What follows belongs to an exercise in optimizing a design on an open flow for small area, a short achievable clock period and few clock cycles per item; a production flow would make more cautious choices. No functional check of the RTL was part of any run shown here.

==> flow/design.v (outline; a module is shown in full before it is edited, if it fits) <==
// module full_adder: 10 lines
// module ntt_bfly: 897 lines
// module c_inv: 1 lines
// module c_buf: 1 lines
// module c_nand2: 1 lines
// module c_nor2: 1 lines
// module c_and2: 1 lines
// module c_or2: 1 lines
// module c_xor2: 1 lines
// module c_xnor2: 1 lines
// module c_a21o: 1 lines
// module c_o22ai: 1 lines
// module c_a22o: 1 lines
// module c_ha: 1 lines
// module c_nand2b: 1 lines
module ntt_bfly (
    input clk,
    input rst,
    input in_valid,
    input inv,
    input sub,
    input [16:0] a,
    input [16:0] b,
    input [16:0] tf,
    output out_valid,
    output [16:0] p
    );
  // ...
==> flow/flow/run.sh <==
#!/bin/bash
# Own flow: the standard layout (standard.sh: the standard synthesis and
# steps), except:
#  - the cells that buffer_ports puts on the ports: buf_2 on each output
#    (hook before global placement), buf_1 on each input.  Every port still
#    gets a buffer of its own.
#  - clock tree synthesis without dummy load cells.
set -euo pipefail
here=$(pwd)
printf 'buffer_ports -outputs -buffer_cell sky130_fd_sc_hd__buf_2\n' > "$here/buffer_outputs.tcl"
export PRE_GLOBAL_PLACE_TCL="$here/buffer_outputs.tcl"
export BUFFER_PORTS_ARGS="-inputs -buffer_cell sky130_fd_sc_hd__buf_1"
export CTS_ARGS="-sink_clustering_enable -repair_clock_nets -dont_use_dummy_load -buf_list sky130_fd_sc_hd__clkbuf_8 -sink_clustering_size 24 -sink_clustering_max_diameter 200"
bash standard.sh finish > standard_make.log 2>&1
==> flow/standard.sh <==
#!/bin/bash
# synth_recipe.tcl (not shown) runs the flow's synth.tcl, then flattens the netlist and writes it again
# the make line also repeats each setting of config.mk as NAME=value (left out here)
make -C /OpenROAD-flow-scripts/flow DESIGN_CONFIG=/design/flow/config.mk WORK_HOME=/design/flow/orfs CLKGATE_MAP_FILE= SYNTH_SCRIPT=/design/flow/synth_recipe.tcl "${@:-finish}"
==> flow/config.mk <==
export PLATFORM = sky130hd
export DESIGN_NAME = ntt_bfly
export DESIGN_NICKNAME = ntt_bfly
export VERILOG_FILES = /design/flow/design.v
export SDC_FILE = /design/flow/constraint.sdc
export NUM_CORES = 4
export LEC_CHECK = 0
export CAP_MARGIN = 20
export CORE_MARGIN = 2
export CORE_UTILIZATION = 40
export GPL_TIMING_DRIVEN = 0
export SLEW_MARGIN = 20
export SYNTH_HIERARCHICAL = 1
==> flow/constraint.sdc <==
create_clock -name core_clock -period 42.0 [get_ports {clk}]
set_input_delay 8.4000 -clock core_clock [delete_from_list [all_inputs] [get_ports {clk}]]
set_output_delay 8.4000 -clock core_clock [all_outputs]
set_load 0.01 [all_outputs]
==> reports/qor.csv, run 1 <==
stage,metric,value,unit
layout,postLayoutCellArea,0.01004,mm^2
floorplan,start_util,40.66,%
layout,regArea,0.001441,mm^2
critical_path,worstReg2RegEnd,p_q[2],
synth,ys_seq_area_share,15.66,%
place,dp_hpwl,20.49,mm
critical_path,crit_slowest_cell,dfxtp_1,
critical_path,crit_path_start,v1,
critical_path,crit_family,flip-flops,
critical_path,reg2reg_depth,37,
flow_run,max_cap_viol_count,0,
cts,cts_tree,done,
layout,final_common_cell,o22ai_1,
cts,clkSinkCount,72,
status,status,"complete, no violations",
critical_path,worstSetupPathDepth,1,
critical_path,cp_slowest_stage_delay,0.31,ns
critical_path,rr_startpoint,inv_q,
timing,rsz0062_at_grt,false,
synth,synth.net_count,1154,
detailed_routing,drc_errors,0,
place,pre_cts_slack,32.92,ns
timing,fin_tns_setup,0,ns
timing,fmax,108.7,MHz
layout,inverters_excl_clock,22,
synth,synth_area_leaders,"fa_1 32%, dfxtp_1 16%, xor2_1 15%",
critical_path,cp-end-kind,primary output,
floorplan,die_x,155.7,um
layout,multi_input_area_share,75.02,%
synth,yosysMostFrequentCell,o22ai_1,
floorplan,rows,55,
place,place_inst,1279,
timing,slew_violations,0,
hold_path,min_to,v1,
==> inputs of run 2 (changes only) <==
--- a/flow/config.mk
+++ b/flow/config.mk
@@ -9,5 +9,6 @@
 export CORE_MARGIN = 2
 export CORE_UTILIZATION = 40
 export GPL_TIMING_DRIVEN = 0
+export PLACE_DENSITY = 0.8
 export SLEW_MARGIN = 20
 export SYNTH_HIERARCHICAL = 1
==> run 2 against run 1 <==
- critical path depth stayed put
- worst setup slack better by 0.0060 ns
- first-iteration DRC count is 15% higher
- register-to-register slack hardly changed
- flip-flop and latch count stayed put
- clock-buffer cell count stayed put
- clock skew is 0.013 ns lower
- sequential share of layout area hardly changed
- synthesized area stayed put
- die area stayed put
- non-clock buffer count is 1 lower
- critical path type unchanged
- largest cell class unchanged
==> reports/qor.csv, run 2 <==
stage,metric,value,unit,change
status,status,"complete, no violations",,unchanged
detailed_routing,drc_errors,0,,unchanged
cts,h-tree-depth,3,,unchanged
hold_path,hp-class,reg2reg,,unchanged
global_routing,grt_max_degree,20,,unchanged
cts,cts_buffer_depth,2,,unchanged
timing,hold_violations,0,,unchanged
critical_path,cp.required,33.60,ns,about the same
flow_run,max_cap_viol_count,0,,unchanged
place,gp_congestion,1.039,,was 0.9661
synth,synth_flop_cell,dfxtp_1,,unchanged
synth,synth_top_area_share,31.53,%,unchanged
layout,area_growth,8.876,%,was 9.026%
timing,setup_violations,0,,unchanged
critical_path,start_kind,register,,unchanged
synth,ys_warn_count,7,,unchanged
layout,postLayoutCellArea,0.01002,mm^2,was 0.01004 mm^2
global_routing,antenna_found_initial,0,,unchanged
cts,cts_root_buffer,clkbuf_8,,unchanged
cts,clk_pin_slew,0.07,ns,was 0.08 ns
critical_path,crit_family,flip-flops,,unchanged
synth,mappedNetlistArea,0.009205,mm^2,unchanged
layout,final_common_cell,o22ai_1,,unchanged
floorplan,die_y,155.7,um,unchanged
cts,cts_hold_buf,0,,unchanged
synth,synth.distinct_cells,16,,unchanged
floorplan,io_pins,74,,unchanged
cts,cts_made_buffers,9,,unchanged
cts,cts_tree,done,,unchanged
synth,synth_edf_count,0,,unchanged
detailed_routing,drt_pass1_iterations,5,,unchanged
detailed_routing,routed_wl,28.06,mm,was 28.15 mm
synth,synth.avg_cell_area,10.02,um^2,unchanged
cts,clk_latency,0.37,ns,was 0.38 ns
synth,synth_seq_cells,72,,unchanged
place,numPortBuffers,73,,unchanged
critical_path,critPathArrivalTime,0.80,ns,about the same
layout,drive_gt1_share,5.689,%,was 5.982%
global_routing,grt-ovfl-total,0,,unchanged
cts,post_cts_buffers,0,,unchanged
timing,fin_tns_setup,0,ns,unchanged
critical_path,path_class,reg2out,,unchanged
synth,ys_seq_area_share,15.66,%,unchanged
timing,worstMarginPinSlew,1.250,ns,was 1.143 ns
cts,cts-resized-gates,0,,unchanged
synth,synthArstFlopShare,0,%,unchanged
cts,clkSinkCount,72,,unchanged
timing,slew_violations,0,,unchanged
floorplan,fp.coreArea,0.02264,mm^2,unchanged
global_routing,global_route.usage.total,23.39,%,was 24.19%
critical_path,worstPathCellList,buf_2,,unchanged
timing,fin_skew,0.02789,ns,was 0.04052 ns
detailed_routing,antenna_left,0,,unchanged
layout,diodes,0,,unchanged
critical_path,crit_fanout,1,,unchanged
synth,yosysMostFrequentCell,o22ai_1,,unchanged
timing,rsz0062_at_grt,false,,unchanged
synth,syn_inst,919,,unchanged
global_routing,grt_pass1_wl,42.92,mm,was 43.75 mm
critical_path,cp_slowest_stage_delay,0.31,ns,about the same
floorplan,dieArea,0.02424,mm^2,unchanged
place,placed_area,0.009876,mm^2,was 0.009902 mm^2
synth,synth_area_leaders,"fa_1 32%, dfxtp_1 16%, xor2_1 15%",,unchanged
timing,slew_headroom,16.40,%,was 23.56%
global_routing,grt_pass1_vias,7728,,was 7498
detailed_routing,viasPerCell,5.862,,was 5.668
timing,fmax,108.7,MHz,about the same
layout,final_cell_mix,"160 x o22ai_1, 152 x xor2_1, 145 x fa_1",,"was 160 x o22ai_1, 151 x xor2_1, 145 x fa_1"
floorplan,start_util,40.66,%,unchanged
timing,whs,0.4529,ns,was 0.4424 ns
synth,yosys.area.top_type,fa_1,,unchanged
detailed_routing,vias,7544,,was 7300
synth,synth.net_count,1154,,unchanged
critical_path,cp_num_buf_inv,1,,unchanged
detailed_routing,wl_per_cell,21.80,um,was 21.86 um
floorplan,die_x,155.7,um,unchanged
floorplan,rows,55,,unchanged
layout,nets,1239,,was 1240
critical_path,crit_slowest_cell,dfxtp_1,,unchanged
place,dp_hpwl,20.02,mm,was 20.49 mm
critical_path,cp-end-kind,primary output,,unchanged
synth,synth_commonest_cells,"160 x o22ai_1, 155 x xor2_1, 145 x fa_1, 106 x nor2_1, 81 x xnor2_1",,unchanged
timing,min_period,9.197,ns,was 9.203 ns
timing,finalCritPeriodShare,21.90,%,was 21.91%
detailed_routing,drt-initial-drc-count,905,,was 784
[run 2: cell counts after synthesis]
No cell type changed its count.
[run 2: path summary, 6_finish.rpt]
path,startpoint,to,slack (ns),depth (start not counted)
setup / recovery,p_q[13],p[13],32.80,1
hold / removal,v0,v1,0.45,1
setup reg to reg,sub_q,p_q[8],32.87,40
hold reg to reg,v0,v1,0.45,1
[run 2: worst register-to-register path, delay by kind of cell (launching register included)]
| family | cells | cell delay (ns) |
|---|---|---|
| buf+inv | 4 | 0.57 |
| fa+ha+maj | 10 | 3.66 |
| simple gates | 11 | 1.87 |
| flops | 1 | 0.41 |
| xor+xnor | 5 | 0.84 |
| compound gates | 10 | 1.64 |
[run 2: routing by layer]
metal	routed length (um)	up-vias	GRT usage, %
met2	12380	494	36.87
li1	-	3267	-
met5	0	-	0
met3	3692	117	8.667
met4	1201	0	9.480
met1	10790	3666	29.07
[run 2: cell type report]
type	count	area, um^2
buffer	25	187.7
sequential	72	1441
tap	285	356.6
multi-input combinational	800	7518
clock buffer	9	123.9
timing repair buffer	74	311.5
inverter	22	82.58
fill	2183	12620
[run 2: kinds of logic after synthesis]
| kind of cell | count (synthesis) | synth area share [%] |
|---|---|---|
| xor+xnor | 236 | 22.45 |
| buf+inv | 47 | 2.936 |
| fa+ha+maj | 179 | 36.16 |
| compound gates | 185 | 12.93 |
| flops | 72 | 15.66 |
| simple gates | 200 | 9.868 |
[run 2: per-module statistics from Yosys, one instance, submodules excluded, excerpt]
module / area, um^2 / times used / flops+latches
c_a21o: 7.507 / 24 / 0
c_and2: 6.256 / 24 / 0
c_buf: 7.507 / 25 / 0
c_ha: 12.51 / 34 / 0
c_inv: 3.754 / 22 / 0
c_nand2: 3.754 / 31 / 0
c_nand2b: 6.256 / 8 / 0
c_nor2: 3.754 / 106 / 0
c_o22ai: 6.256 / 160 / 0
c_or2: 6.256 / 29 / 0
c_xnor2: 8.758 / 81 / 0
c_xor2: 8.758 / 155 / 0
full_adder: 20.02 / 145 / 0
ntt_bfly: 1454 / 1 / 72
[run 2: metrics by stage]
step                utilization, %  std cells  setup slack, ns
global route                 44.27       1287            32.36
floorplan                        -        919            33.27
finish                       44.27       1287            32.80
detailed placement           43.62       1278            33.01
CTS                          44.17       1287            32.78
global placement             43.54       1277            33.01
==> inputs of run 3 (changes only) <==
--- a/flow/config.mk
+++ b/flow/config.mk
@@ -7,8 +7,8 @@
 export LEC_CHECK = 0
 export CAP_MARGIN = 20
 export CORE_MARGIN = 2
-export CORE_UTILIZATION = 40
+export CORE_UTILIZATION = 65
 export GPL_TIMING_DRIVEN = 0
-export PLACE_DENSITY = 0.8
+export PLACE_DENSITY = 0.75
 export SLEW_MARGIN = 20
 export SYNTH_HIERARCHICAL = 1
==> run 3 against run 2 <==
- hold slack lost 0.0047 ns
- die area shrank 38%
- cell count shrank 8.2%
- synthesized cell count is the same
- flip-flop and latch count is the same
- via count shrank 0.84%
- cell area shrank 1.5%
- sequential share of layout area grew 0.21 points
==> reports/qor.csv, run 3 <==
stage,metric,value,unit,change
detailed_routing,wl_per_cell,21.66,um,was 21.80 um
layout,drive_gt1_share,5.489,%,was 5.689%
place,numPortBuffers,73,,unchanged
synth,mappedNetlistArea,0.009205,mm^2,unchanged
timing,slew_headroom,22.48,%,was 16.40%
cts,post_cts_buffers,0,,unchanged
layout,area_growth,7.286,%,was 8.876%
detailed_routing,vias,7481,,was 7544
synth,synth_flop_cell,dfxtp_1,,unchanged
layout,instances_no_fill,1182,,was 1287
hold_path,hp-class,reg2reg,,unchanged
critical_path,crit_family,flip-flops,,unchanged
timing,fin_skew,0.01931,ns,was 0.02789 ns
critical_path,crit_fanout,1,,unchanged
detailed_routing,viasPerCell,6.329,,was 5.862
synth,synth_commonest_cells,"160 x o22ai_1, 155 x xor2_1, 145 x fa_1, 106 x nor2_1, 81 x xnor2_1",,unchanged
synth,ys_warn_count,7,,unchanged
cts,cts_tree,done,,unchanged
layout,diodes,0,,unchanged
place,gp_congestion,1.015,,was 1.039
cts,cts_hold_buf,0,,unchanged
floorplan,fp.coreArea,0.01388,mm^2,was 0.02264 mm^2
critical_path,start_kind,register,,unchanged
synth,synth_area_leaders,"fa_1 32%, dfxtp_1 16%, xor2_1 15%",,unchanged
floorplan,dieArea,0.01513,mm^2,was 0.02424 mm^2
status,status,"complete, no violations",,unchanged
floorplan,die_y,123,um,was 155.7 um
layout,final_common_cell,o22ai_1,,unchanged
floorplan,start_util,66.32,%,was 40.66%
timing,slew_violations,0,,unchanged
critical_path,cp_num_buf_inv,1,,unchanged
synth,synth.distinct_cells,16,,unchanged
cts,clk_pin_slew,0.08,ns,was 0.07 ns
critical_path,cp.required,33.60,ns,about the same
synth,yosysMostFrequentCell,o22ai_1,,unchanged
critical_path,worstPathCellList,buf_2,,unchanged
cts,cts-resized-gates,0,,unchanged
layout,nets,1239,,unchanged
global_routing,global_route.usage.total,35.57,%,was 23.39%
detailed_routing,drt_pass1_iterations,6,,was 5
global_routing,grt-ovfl-total,0,,unchanged
timing,worstMarginPinSlew,1.159,ns,was 1.250 ns
timing,setup_violations,0,,unchanged
detailed_routing,drt-initial-drc-count,873,,was 905
layout,final_cell_mix,"160 x o22ai_1, 154 x xor2_1, 145 x fa_1",,"was 160 x o22ai_1, 152 x xor2_1, 145 x fa_1"
floorplan,io_pins,74,,unchanged
layout,fin_util,71.15,%,was 44.27%
critical_path,critPathArrivalTime,0.81,ns,was 0.80 ns
synth,synth.net_count,1154,,unchanged
flow_run,max_cap_viol_count,0,,unchanged
floorplan,rows,43,,was 55
global_routing,antenna_found_initial,0,,unchanged
critical_path,path_class,reg2out,,unchanged
cts,clk_latency,0.37,ns,about the same
global_routing,grt_pass1_vias,7332,,was 7728
cts,h-tree-depth,3,,unchanged
synth,yosys.area.top_type,fa_1,,unchanged
detailed_routing,routed_wl,25.60,mm,was 28.06 mm
detailed_routing,antenna_left,0,,unchanged
cts,cts_made_buffers,9,,unchanged
timing,hold_violations,0,,unchanged
synth,ys_seq_area_share,15.66,%,unchanged
global_routing,grt_max_degree,20,,unchanged
place,dp_hpwl,18.76,mm,was 20.02 mm
synth,synth_edf_count,0,,unchanged
place,place_inst,1173,,was 1278
synth,syn_inst,919,,unchanged
timing,min_period,9.209,ns,was 9.197 ns
cts,clkSinkCount,72,,unchanged
critical_path,cp_slowest_stage_delay,0.32,ns,was 0.31 ns
synth,synth_top_area_share,31.53,%,unchanged
timing,finalCritPeriodShare,21.93,%,was 21.90%
cts,cts_root_buffer,clkbuf_8,,unchanged
timing,fmax,108.6,MHz,was 108.7 MHz
synth,synth.avg_cell_area,10.02,um^2,unchanged
timing,rsz0062_at_grt,false,,unchanged
global_routing,grt_pass1_wl,39.71,mm,was 42.92 mm
cts,cts_buffer_depth,2,,unchanged
synth,synthArstFlopShare,0,%,unchanged
floorplan,die_x,123,um,was 155.7 um
detailed_routing,drc_errors,0,,unchanged
critical_path,crit_slowest_cell,dfxtp_1,,unchanged
critical_path,cp-end-kind,primary output,,unchanged
synth,synth_seq_cells,72,,unchanged
timing,fin_tns_setup,0,ns,unchanged
[run 3: cell counts after synthesis]
Identical to the previous run, type by type.
[run 3: per-layer routing]
layer / vias to the layer above / wire [um] / track usage (%) / share of wire, %
met5: - / 0 / 0 / 0
met4: 0 / 1345 / 16.19 / 5.3
met3: 147 / 3534 / 12.87 / 14
met2: 575 / 11280 / 55.80 / 44
met1: 3482 / 9435 / 44.14 / 37
li1: 3277 / - / - / -
[run 3: path summary, 6_finish.rpt]
| path | startpoint | to | slack (ns) | depth (start not counted) |
|---|---|---|---|---|
| max reg2reg | sub_q | p_q[14] | 32.85 | 39 |
| min reg2reg | v0 | v1 | 0.45 | 1 |
| max | p_q[3] | p[3] | 32.79 | 1 |
| min | v0 | v1 | 0.45 | 1 |
[run 3: logic make-up (layout without fill, tap and decap cells)]
| kind of cell | count (synthesis) | after routing | synth area share, % |
|---|---|---|---|
| xor gates and xnor gates | 236 | 236 | 22.45 |
| and+or+nand+nor | 200 | 200 | 9.868 |
| AOI/OAI and AO/OA | 185 | 185 | 12.93 |
| adders and majority gates | 179 | 179 | 36.16 |
| DFF | 72 | 72 | 15.66 |
| buffers and inverters | 47 | 130 | 2.936 |
[run 3: cell type report]
type / instances / area, um^2
inverters: 22 / 82.58
multi-input cells: 800 / 7503
fillers: 1149 / 4005
clock buffers: 9 / 123.9
repair buffers: 74 / 311.5
well taps: 180 / 225.2
flip-flops and latches: 72 / 1441
plain buffers: 25 / 187.7
[run 3: Yosys stat by module (local to each module, per instance), a selection]
module,flip-flops and latches,cells inside
c_a21o,0,1
c_and2,0,1
c_ha,0,1
c_inv,0,1
c_nand2,0,1
c_nand2b,0,1
c_o22ai,0,1
c_xnor2,0,1
full_adder,0,1
ntt_bfly,72,74
[run 3: through the flow]
step,hold WS [ns],instance area (um^2),worst slack (ns)
final,0.4482,9876,32.79
after global routing,0.4774,9876,32.34
after CTS,0.4563,9868,32.77
after detailed placement,0.4342,9744,32.96
after global placement,0.4211,9727,32.95
after floorplan,0.4138,9205,33.27

## afterwards: timing with drivers on the ports
No port has a modelled driver above. Below, the same layouts with a new extraction and two added sets of constraints. Step 1 (the two cells are an assumption about what drives the block):
set clk [get_ports {clk}]
set_driving_cell -lib_cell sky130_fd_sc_hd__clkbuf_16 $clk
set_driving_cell -lib_cell sky130_fd_sc_hd__buf_2 [delete_from_list [all_inputs] $clk]
Step 2 times the ports against the registers' clock, not the clock port: input delays grow and output delays shrink by t, the midpoint of the rising clock arrivals with the driver on. Three values: ideal ports, drivers, drivers and shift; two values: the first two.
run	t (ns)	setup WS [ns]	worst setup path after step 2	worst register clock-pin slew, ns	pins driven straight from the clock port
run 1	0.401	32.797 / 32.755 / 32.871	register to register	0.09 / 0.09	1
run 2	0.399	32.803 / 32.764 / 32.869	register to register	0.09 / 0.09	1
run 3	0.399	32.792 / 32.755 / 32.849	register to register	0.08 / 0.08	1
After both steps every run listed still meets setup and hold.
